Source: an optimization exercise on an open RTL-to-GDS flow (aim: small area and a short achievable clock period). Production flows keep margins and buffers that such runs may drop. No run shown here included a check of the RTL's function; only the layout flow was run. No activity file was given, so power comes from the tool's default toggle rates.

==> flow/design.v (outline; a module is shown in full before it is edited, if it fits) <==
// module pid_controller: 1272 lines
// module pid_fa: 4 lines
// module pid_pg: 4 lines
// module pid_carry16: 24 lines
// module pid_bpp: 3 lines
// module pid_ha: 4 lines
// module top: 23 lines
module top (
  input  logic        clk,
  input  logic        rst_n,
  input  logic [15:0] setpoint,
  input  logic [15:0] feedback,
  input  logic [15:0] Kp,
  input  logic [15:0] Ki,
  input  logic [15:0] Kd,
  input  logic [15:0] clk_prescaler,
  output logic [15:0] control_signal
);
  // ...
==> flow/flow/run.sh <==
#!/bin/bash
# The standard layout, with the port buffers made of plain buf_1 cells
# instead of the delay buffers buffer_ports picks on its own, and a larger
# setup margin for timing repair.
set -euo pipefail
export BUFFER_PORTS_ARGS="-buffer_cell sky130_fd_sc_hd__buf_1"
bash standard.sh SETUP_SLACK_MARGIN=6.5 finish > standard.log 2>&1
==> flow/standard.sh <==
#!/bin/bash
# synth_recipe.tcl (not shown) runs the flow's synth.tcl, then flattens the netlist and writes it again
# the make line also repeats each setting of config.mk as NAME=value (left out here)
make -C /OpenROAD-flow-scripts/flow DESIGN_CONFIG=/design/flow/config.mk WORK_HOME=/design/flow/orfs CLKGATE_MAP_FILE= SYNTH_SCRIPT=/design/flow/synth_recipe.tcl "${@:-finish}"
==> flow/config.mk <==
export PLATFORM = sky130hd
export DESIGN_NAME = top
export DESIGN_NICKNAME = top
export VERILOG_FILES = /design/flow/design.v
export SDC_FILE = /design/flow/constraint.sdc
export NUM_CORES = 4
export LEC_CHECK = 0
export CAP_MARGIN = 20
export CORE_MARGIN = 2
export CORE_UTILIZATION = 40
export CTS_BUF_LIST = sky130_fd_sc_hd__clkbuf_4 sky130_fd_sc_hd__clkbuf_8
export CTS_CLUSTER_SIZE = 40
export SETUP_SLACK_MARGIN = 5
export SLEW_MARGIN = 20
export SYNTH_HIERARCHICAL = 1
export SYNTH_MINIMUM_KEEP_SIZE = 0
==> flow/constraint.sdc <==
create_clock -name core_clock -period 12.5 [get_ports {clk}]
set_input_delay 2.5000 -clock core_clock [delete_from_list [all_inputs] [get_ports {clk}]]
set_output_delay 2.5000 -clock core_clock [all_outputs]
set_load 0.01 [all_outputs]
==> notes.md, run 1 <==
Nets 1947; crit path buf inv count 3; Sum Neg Setup Slack 0 ns; # resized after CTS 21; Max Freq 168 MHz; Max-cap violations 0; most frequent cells in the layout fa_1 (218), a22o_1 (216), xnor2_1 (161); final worst path period share 0.476; H-tree levels 4; total power around 1.2 mW; area delta synth->final 16.4%; die width about 200 µm; Area after DPL between 15000 and 20000 µm²; comb pwr 0.460 mW; outcome no timing/DRC/antenna violations; Worst path depth 17; tap cells around 520; Final ANT Viol Nets 0; maximum VDD drop 0.0000598 V; number of CTS-inserted buffers 17; core box area about 39000 µm²; synthesis-stage register bit count between 100 and 150; Compound-Gate Fraction of Synth Area 0.170; Routed WL about 45 mm; fraction of area in multi-input gates 0.707; EDFF count, synth 0; relative slew slack 0.306; Avg WL per Cell between 20 and 25 µm; drt pass-1 iters 5; bufs w/o clock 190; GRT met2 Usage 0.369; kind of critical path in -> reg; clock slew at reported path FFs 0.08 ns; Async SR Flop Fraction 1.00; share of layout cells above drive strength 1 0.170; max incr delay on CP approximately 0.54 ns; NetSw approximately 0.47 mW; Global Route Usage Sum 0.222; crit-path leading delay family adder cells; Starting Density 0.406; met3 routed WL 2.64 mm; placed wire-length estimate 34.7 mm; Reg2Reg Launch Point u_dut.smp; sequential power share 0.320; most common cell in the netlist fa_1
==> run 2, diff against run 1 <==
--- a/flow/flow/run.sh
+++ b/flow/flow/run.sh
@@ -6,2 +6,2 @@
 export BUFFER_PORTS_ARGS="-buffer_cell sky130_fd_sc_hd__buf_1"
-bash standard.sh SETUP_SLACK_MARGIN=6.5 finish > standard.log 2>&1
+bash standard.sh SETUP_SLACK_MARGIN=6.8 finish > standard.log 2>&1
==> run 2 against run 1 <==
  * Largest power group unchanged
  * Area after synthesis is the same
  * Clock power down 3%
  * Wire length is 1.5% higher
  * Worst hold slack better by 0.023 ns
  * Total power is 4.0% higher
  * Die area unchanged
==> notes.md, run 2 <==
outcome no timing/DRC/antenna violations (unchanged); Logic pwr share 0.410 (was 0.377); Starting Density 0.406 (unchanged); NetSw 0.494 mW (was 0.467 mW); Global Route Usage Sum 0.226 (was 0.222); max incr delay on CP 0.53 ns (was 0.54 ns); Max Freq 170 MHz (was 168 MHz); number of CTS-inserted buffers 17 (unchanged); Switching Fraction 0.390 (was 0.383); commonest non-fill, non-tap cell in the layout a22o_1 (was fa_1); Synth top area share 0.289 (unchanged); met3 routed WL 2.78 mm (was 2.64 mm); CTS tree yes (unchanged); die width 202 µm (unchanged); Hold Path Stages 1 (unchanged); Clock Skew 0.0179 ns (was 0.0242 ns); met2 routed WL 22.5 mm (was 21.8 mm); Nets 1969 (was 1947); unrepaired setup endpoints after global routing true (unchanged); Hold WC Path Type reg -> reg (unchanged); root buf cell clkbuf_8 (unchanged); routed vias/inst 5.51 (was 5.52); share of layout cells above drive strength 1 0.221 (was 0.170); DRC errors left 0 (unchanged); Worst Path Max Fanout 8 (unchanged); Initial DRC Count 921 (was 917); WHS Endpoint u_dut.clk_divider[0] (unchanged); EDFF count, synth 0 (unchanged); P_int 0.774 mW (was 0.752 mW); reg2reg end u_dut.C3[14] (was u_dut.C3[15]); LEAKAGE 9.21 nW (was 9.06 nW); Die Ht 202 µm (unchanged); IO Port Bufs 113 (unchanged); area leader, netlist fa_1 (unchanged); crit path buf inv count 2 (was 3); placed wire-length estimate 34.6 mm (was 34.7 mm); R2R setup slack 6.74 ns (was 6.70 ns); Fill cells 3514 (was 3586); drt pass-1 iters 5 (unchanged); area delta synth->final 20.4% (was 16.4%); reg2reg path depth 12 (unchanged); initial antenna violation count 0 (unchanged); largest net degree at the start of global routing 64 (was 55); Post-synth top cells fa_1 (226), a22o_1 (216), xnor2_1 (164), dfrtp_1 (115), xor2_1 (110) (unchanged); Synth Instances 1371 (unchanged); Avg WL per Cell 21.7 µm (was 21.6 µm); count of different cell masters after synthesis 46 (unchanged); Async SR Flop Fraction 1.00 (unchanged); core box area 38600 µm² (unchanged); fin area 18900 µm² (was 18200 µm²); overflow left after global routing 0 (unchanged); Top Ports 114 (unchanged); Final min period 5.89 ns (was 5.94 ns); Worst setup SP type primary input (unchanged); max layer used met4 (was met5); Critical Path Most Common Cell fa_2 (was a21o_1); Hold Crit Start u_dut.clk_divider[0] (unchanged); clock buffer depth 2 (unchanged); sequential power share 0.307 (was 0.320); std cell rows 72 (unchanged); vias post-DR 11525 (was 11428); clock power share 0.282 (was 0.303); Num Clock Sinks 115 (unchanged); relative slew slack 0.285 (was 0.306); Synth Cell Area 15700 µm² (unchanged); Antenna diodes 0 (unchanged); final worst path period share 0.471 (was 0.476); Routability Congestion 0.910 (was 0.947); data arrival time of the critical path 6.30 ns (was 6.35 ns); critical path cell sequence buf_6 > ha_4 > a21o_1 > a21oi_2 > nand2_1 > a21o_1 > a31o_1 > xnor2_2 > inv_2 > or3_1 > a21boi_4 > a22o_1 > fa_2 > fa_2 > fa_2 (was buf_6 > ha_4 > a21o_1 > a21oi_2 > nand2_2 > a21o_1 > buf_6 > a21o_1 > xor2_2 > ha_2 > nor3b_4 > buf_12 > xor2_2 > a22o_1 > fa_2 > fa_1 > fa_1); Max-cap violations 0 (unchanged); top post-synthesis cells by area fa_1 (29%), dfrtp_1 (18%), a22o_1 (12%) (unchanged); required time of the worst setup path 12.91 ns (about the same); crit-path leading delay family adder cells (unchanged); hold_buf cts 0 (unchanged); total power 1.27 mW (was 1.22 mW); Tightest Pin Transition 1.06 ns (was 1.03 ns); most common cell in the netlist fa_1 (unchanged); register area share after synthesis 0.184 (unchanged); Synth Warn # 10 (unchanged); Sum Neg Setup Slack 0 ns (unchanged); Reg2Reg Launch Point u_dut.smp (unchanged); H-tree levels 4 (unchanged); Hold Violations, Final 0 (unchanged); global-route wire length before repair 70.5 mm (was 69.3 mm); most frequent cells in the layout a22o_1 (216), fa_1 (183), xnor2_1 (150) (was fa_1 (218), a22o_1 (216), xnor2_1 (161)); Area after DPL 17000 µm² (was 16800 µm²); Setup violations, final 0 (unchanged); CP endpoint kind flip-flop (unchanged); most frequently used flop master after synthesis dfrtp_1 (unchanged); number of global-route vias before repair 12232 (was 11958); clock slew at reported path FFs 0.08 ns (about the same); slowest CP cell fa_2 (was fa_1); Setup WS pre-CTS 5.41 ns (was 5.40 ns); kind of critical path in -> reg (unchanged); Clock Latency Late Sink 0.48 ns (about the same); Avg Cell Area, Syn 11.4 µm² (unchanged); maximum VDD drop 0.0000708 V (was 0.0000598 V); synthesis-stage register bit count 115 (unchanged); Cell Pwr Density 67.2 nW/µm² (was 66.8 nW/µm²); wire length on met1 18.8 mm (was 19.0 mm); fin worst setup slack 6.61 ns (was 6.56 ns); Final ANT Viol Nets 0 (unchanged); Slew Limit Fails 0 (unchanged); Routed WL 45.4 mm (was 44.7 mm); Die Footprint 40800 µm² (unchanged)
==> run 2: cell counts after synthesis <==
No cell type changed its count.
==> run 2: logic make-up (layout without fill, tap and decap cells) <==
family          Yosys count  after routing  synth area share
compound gates          329            329             0.170
flops                   115            115             0.184
buf+inv                 104            301            0.0320
simple gates            189            190            0.0685
fa+ha+maj               311            311             0.356
other cells               2              6          0.000479
xor+xnor                281            281             0.160
mux                      40             40            0.0287
==> run 2: power by group through the flow <==
stage	registers [mW]	clock network [mW]	logic, mW
floorplan	0.394	0	0.277
global route	0.391	0.383	0.556
CTS	0.390	0.367	0.465
global placement	0.397	0	0.391
detailed placement	0.398	0	0.401
finish	0.390	0.358	0.520
==> run 2: worst max path at each step <==
| stage | cells after the start | from | endpoint |
|---|---|---|---|
| after floorplan | 15 | Kp[2] | u_dut.C3[15] |
| after global placement | 15 | Kd[2] | u_dut.C3[15] |
| after detailed placement | 16 | Kd[2] | u_dut.C3[15] |
| after CTS | 17 | Kp[2] | u_dut.C3[14] |
| after global routing | 16 | Kp[2] | u_dut.C3[15] |
| final | 15 | Kp[2] | u_dut.C2[11] |
==> run 2: through the flow <==
stage	instances	hold slack, ns	utilization
after floorplan	1375	0.449	-
after global placement	1983	0.500	0.440
after detailed placement	1983	0.500	0.440
after CTS	2062	0.512	0.473
after global routing	2091	0.550	0.488
final	2091	0.507	0.488
==> run 2: per-module statistics from Yosys (local to each module, per instance), a selection <==
| module | cell area [µm²] | flip-flops and latches |
|---|---|---|
| pid_bpp | 8.76 | 0 |
| pid_ha | 12.5 | 0 |
| pid_carry16 | 272 | 0 |
| pid_pg | 12.5 | 0 |
| pid_fa | 20.0 | 0 |
| pid_controller | 7820 | 115 |
==> run 2: area by class of cell <==
class | count | area [µm²] | area share
tap | 518 | 648 | 0.0343
clock buffer | 18 | 248 | 0.0131
inverter | 57 | 214 | 0.0113
clock inverter | 14 | 144 | 0.00762
sequential | 115 | 2880 | 0.153
timing repair buffer | 212 | 1480 | 0.0782
multi-input combinational | 1157 | 13300 | 0.703
==> run 2: per-layer routing <==
metal	global-route usage	vias to the layer above
met5	0	-
met4	0.0764	0
met3	0.0439	73
met2	0.378	455
met1	0.295	5838
li1	-	5159
==> run 2: what timing repair did <==
action	CTS	global route
buffers inserted	44	27
gates cloned	3	2
gates resized for setup	61	67
pin swaps	25	35
setup endpoints to repair	50	42
==> run 3, diff against run 2 <==
--- a/flow/flow/run.sh
+++ b/flow/flow/run.sh
@@ -6,2 +6,2 @@
 export BUFFER_PORTS_ARGS="-buffer_cell sky130_fd_sc_hd__buf_1"
-bash standard.sh SETUP_SLACK_MARGIN=6.8 finish > standard.log 2>&1
+bash standard.sh SETUP_SLACK_MARGIN=7.1 finish > standard.log 2>&1
==> run 3 against run 2 <==
  * Global-route usage increased by 0.52 points
  * Combinational power increased by 5.2%
  * Die area unchanged
  * Clock-buffer cell count increased by 2
  * Clock power increased by 1%
  * Via count increased by 1.1%
  * Sequential share of layout area decreased by 0.44 points
  * Final cell count increased by 0.43%
  * Cell area increased by 2.9%
  * Still clean
  * Flip-flop and latch count unchanged
  * Synthesized cell count unchanged
  * Register-to-register slack got worse by 0.06 ns
==> notes.md, run 3 <==
global-route wire length before repair 71.6 mm (was 70.5 mm); Post-synth top cells fa_1 (226), a22o_1 (216), xnor2_1 (164), dfrtp_1 (115), xor2_1 (110) (unchanged); commonest non-fill, non-tap cell in the layout a22o_1 (unchanged); Synth top area share 0.289 (unchanged); Logic pwr share 0.421 (was 0.410); Fill cells 3403 (was 3514); Cell Pwr Density 66.9 nW/µm² (was 67.2 nW/µm²); Tightest Pin Transition 1.02 ns (was 1.06 ns); Synth Instances 1371 (unchanged); Max Freq 169 MHz (was 170 MHz); register area share after synthesis 0.184 (unchanged); Async SR Flop Fraction 1.00 (unchanged); unrepaired setup endpoints after global routing true (unchanged); root buf cell clkbuf_8 (unchanged); Num Clock Sinks 115 (unchanged); data arrival time of the critical path 6.35 ns (was 6.30 ns); clock slew at reported path FFs 0.08 ns (about the same); Final ANT Viol Nets 0 (unchanged); Top Ports 114 (unchanged); Setup violations, final 0 (unchanged); Clock Latency Late Sink 0.48 ns (about the same); CP endpoint kind flip-flop (unchanged); H-tree levels 4 (unchanged); number of global-route vias before repair 12280 (was 12232); core box area 38600 µm² (unchanged); Switching Fraction 0.374 (was 0.390); most frequent cells in the layout a22o_1 (216), fa_1 (160), xnor2_1 (146) (was a22o_1 (216), fa_1 (183), xnor2_1 (150)); Max-cap violations 0 (unchanged); Sum Neg Setup Slack 0 ns (unchanged); P_int 0.813 mW (was 0.774 mW); std cell rows 72 (unchanged); placed wire-length estimate 35.0 mm (was 34.6 mm); NetSw 0.486 mW (was 0.494 mW); Hold WC Path Type reg -> reg (unchanged); required time of the worst setup path 12.93 ns (was 12.91 ns); hold_buf cts 0 (unchanged); largest net degree at the start of global routing 61 (was 64); synthesis-stage register bit count 115 (unchanged); Die Ht 202 µm (unchanged); Hold Violations, Final 0 (unchanged); Synth Cell Area 15700 µm² (unchanged); top post-synthesis cells by area fa_1 (29%), dfrtp_1 (18%), a22o_1 (12%) (unchanged); DRC errors left 0 (unchanged); LEAKAGE 9.28 nW (was 9.21 nW); count of different cell masters after synthesis 46 (unchanged); most frequently used flop master after synthesis dfrtp_1 (unchanged); die width 202 µm (unchanged); drt pass-1 iters 5 (unchanged); Setup WS pre-CTS 5.45 ns (was 5.41 ns); number of CTS-inserted buffers 17 (unchanged); Final min period 5.92 ns (was 5.89 ns); Routability Congestion 0.903 (was 0.910); maximum VDD drop 0.0000765 V (was 0.0000708 V); kind of critical path in -> reg (unchanged); Avg WL per Cell 21.8 µm (was 21.7 µm); Nets 1978 (was 1969); share of layout cells above drive strength 1 0.261 (was 0.221); Initial DRC Count 985 (was 921); Worst Path Max Fanout 8 (unchanged); Core Util, Final 0.503 (was 0.488); fin worst setup slack 6.58 ns (was 6.61 ns); area leader, netlist fa_1 (unchanged); sequential power share 0.300 (was 0.307); initial antenna violation count 0 (unchanged); final worst path period share 0.473 (was 0.471); outcome no timing/DRC/antenna violations (unchanged); most common cell in the netlist fa_1 (unchanged); relative slew slack 0.315 (was 0.285); clock power share 0.279 (was 0.282); Clock Skew 0.0181 ns (was 0.0179 ns); EDFF count, synth 0 (unchanged); Worst setup SP type primary input (unchanged); routed vias/inst 5.55 (was 5.51); IO Port Bufs 113 (unchanged); Die Footprint 40800 µm² (unchanged); Synth Warn # 10 (unchanged); total power 1.30 mW (was 1.27 mW); Slew Limit Fails 0 (unchanged); CTS tree yes (unchanged); area delta synth->final 23.9% (was 20.4%); Routed WL 45.7 mm (was 45.4 mm); vias post-DR 11647 (was 11525); Starting Density 0.406 (unchanged); overflow left after global routing 0 (unchanged); Antenna diodes 0 (unchanged); clock buffer depth 2 (unchanged); Global Route Usage Sum 0.232 (was 0.226); Avg Cell Area, Syn 11.4 µm² (unchanged)
-- run 3: per-module statistics from Yosys, one instance, submodules excluded, excerpt --
module	cells	area, µm²	flops+latches	times used
pid_bpp	1	8.76	0	216
pid_pg	1	12.5	0	48
pid_carry16	44	272	0	3
pid_controller	747	7820	115	1
pid_ha	1	12.5	0	2
pid_fa	1	20.0	0	226
-- run 3: kinds of logic (layout without fill, tap and decap cells) --
kind of cell | count (synthesis) | in the layout | synth area share
xor+xnor | 281 | 281 | 0.160
buf+inv | 104 | 311 | 0.0320
flops | 115 | 115 | 0.184
mux | 40 | 40 | 0.0287
other cells | 2 | 6 | 0.000479
compound gates | 329 | 329 | 0.170
simple gates | 189 | 189 | 0.0685
fa+ha+maj | 311 | 311 | 0.356
-- run 3: final timing paths --
check | slack [ns] | endpoint | from | cells after the start
worst min register to register | 0.49 | u_dut.clk_divider[0] | u_dut.clk_divider[0] | 1
worst max-delay path | 6.58 | u_dut.C2[11] | Kp[2] | 16
min in group asynchronous | 2.13 | u_dut.clk_divider[9] | rst_n | 1
worst min-delay path | 0.49 | u_dut.clk_divider[0] | u_dut.clk_divider[0] | 1
worst max register to register | 6.68 | u_dut.C3[14] | u_dut.prev[9] | 13
max in group asynchronous | 9.00 | u_dut.prev[12] | rst_n | 2
-- run 3: power by group through the flow --
stage | combinational (mW) | sequential (mW) | clock, mW
after floorplan | 0.285 | 0.394 | 0
after global placement | 0.398 | 0.397 | 0
after detailed placement | 0.404 | 0.397 | 0
after CTS | 0.502 | 0.390 | 0.369
after global routing | 0.586 | 0.391 | 0.388
final | 0.547 | 0.390 | 0.362
-- run 3: repair_timing --
item,in CTS,in global routing
pin swaps,76,41
setup buffers,60,24
setup endpoints to repair,71,58
gates resized for setup,123,55
cloned,3,0
-- run 3: through the flow --
step / cell area, µm² / hold WS (ns) / cells
after floorplan: 16200 / 0.449 / 1375
after global placement: 17100 / 0.475 / 1981
after detailed placement: 17100 / 0.483 / 1981
after CTS: 18900 / 0.494 / 2076
after global routing: 19400 / 0.515 / 2100
final: 19400 / 0.488 / 2100
-- run 3: routing by layer --
layer / up-vias / GRT usage / wire length, µm
li1: 5174 / - / -
met1: 5926 / 0.299 / 18400
met2: 458 / 0.387 / 22600
met3: 89 / 0.0435 / 2910
met4: 0 / 0.0856 / 1700
met5: - / 0 / 0
-- run 3: critical path: stages --
cell and delay [ns]:
buf_6 0.10, ha_4 0.23, a21o_1 0.16, a21oi_2 0.20, nand2_2 0.10, a21o_4 0.25, a31o_1 0.23, xnor2_2 0.15
buf_4 0.16, nor3b_4 0.23, buf_12 0.18, xor2_1 0.29, a22o_1 0.23, fa_2 0.46, fa_2 0.36, fa_2 0.53
-- run 3: layout make-up --
class | count | area (µm²) | area share
Multi-Input combinational cell | 1156 | 13600 | 0.700
Tap cell | 518 | 648 | 0.0334
Timing Repair Buffer | 222 | 1690 | 0.0870
Sequential cell | 115 | 2880 | 0.148
Clock inverter | 12 | 131 | 0.00676
Clock buffer | 20 | 263 | 0.0135
Inverter | 57 | 220 | 0.0113

## what the ideal ports hide
In the flow no input, the clock included, has a driving cell. The finished layouts below were timed again as built, in two steps.
Step 1 assumes that a clkbuf_16 drives the clock port and a buf_2 every other input.
Step 2 adds t to the input delays and takes it off the output delays; t is the mean of the earliest and latest rising clock arrival at the registers after step 1. Input paths then give back, and output paths get back, about the clock's delay inside the block.
Slacks: ideal / step 1 / step 2; pairs: ideal / step 1.
| run | t (ns) | slack for setup (ns) | worst setup path after step 2 | worst register clock-pin slew, ns |
|---|---|---|---|---|
| run 1 | 0.512 | 6.555 / 6.568 / 6.056 | input to register | 0.10 / 0.10 |
| run 2 | 0.515 | 6.613 / 6.625 / 6.110 | input to register | 0.09 / 0.09 |
| run 3 | 0.523 | 6.584 / 6.598 / 6.075 | input to register | 0.08 / 0.08 |
After both steps setup and hold are still met in every run listed. For run 3, which loses most, drivers alone change the setup slack by +0.014 ns; drivers and shift together by -0.509 ns.
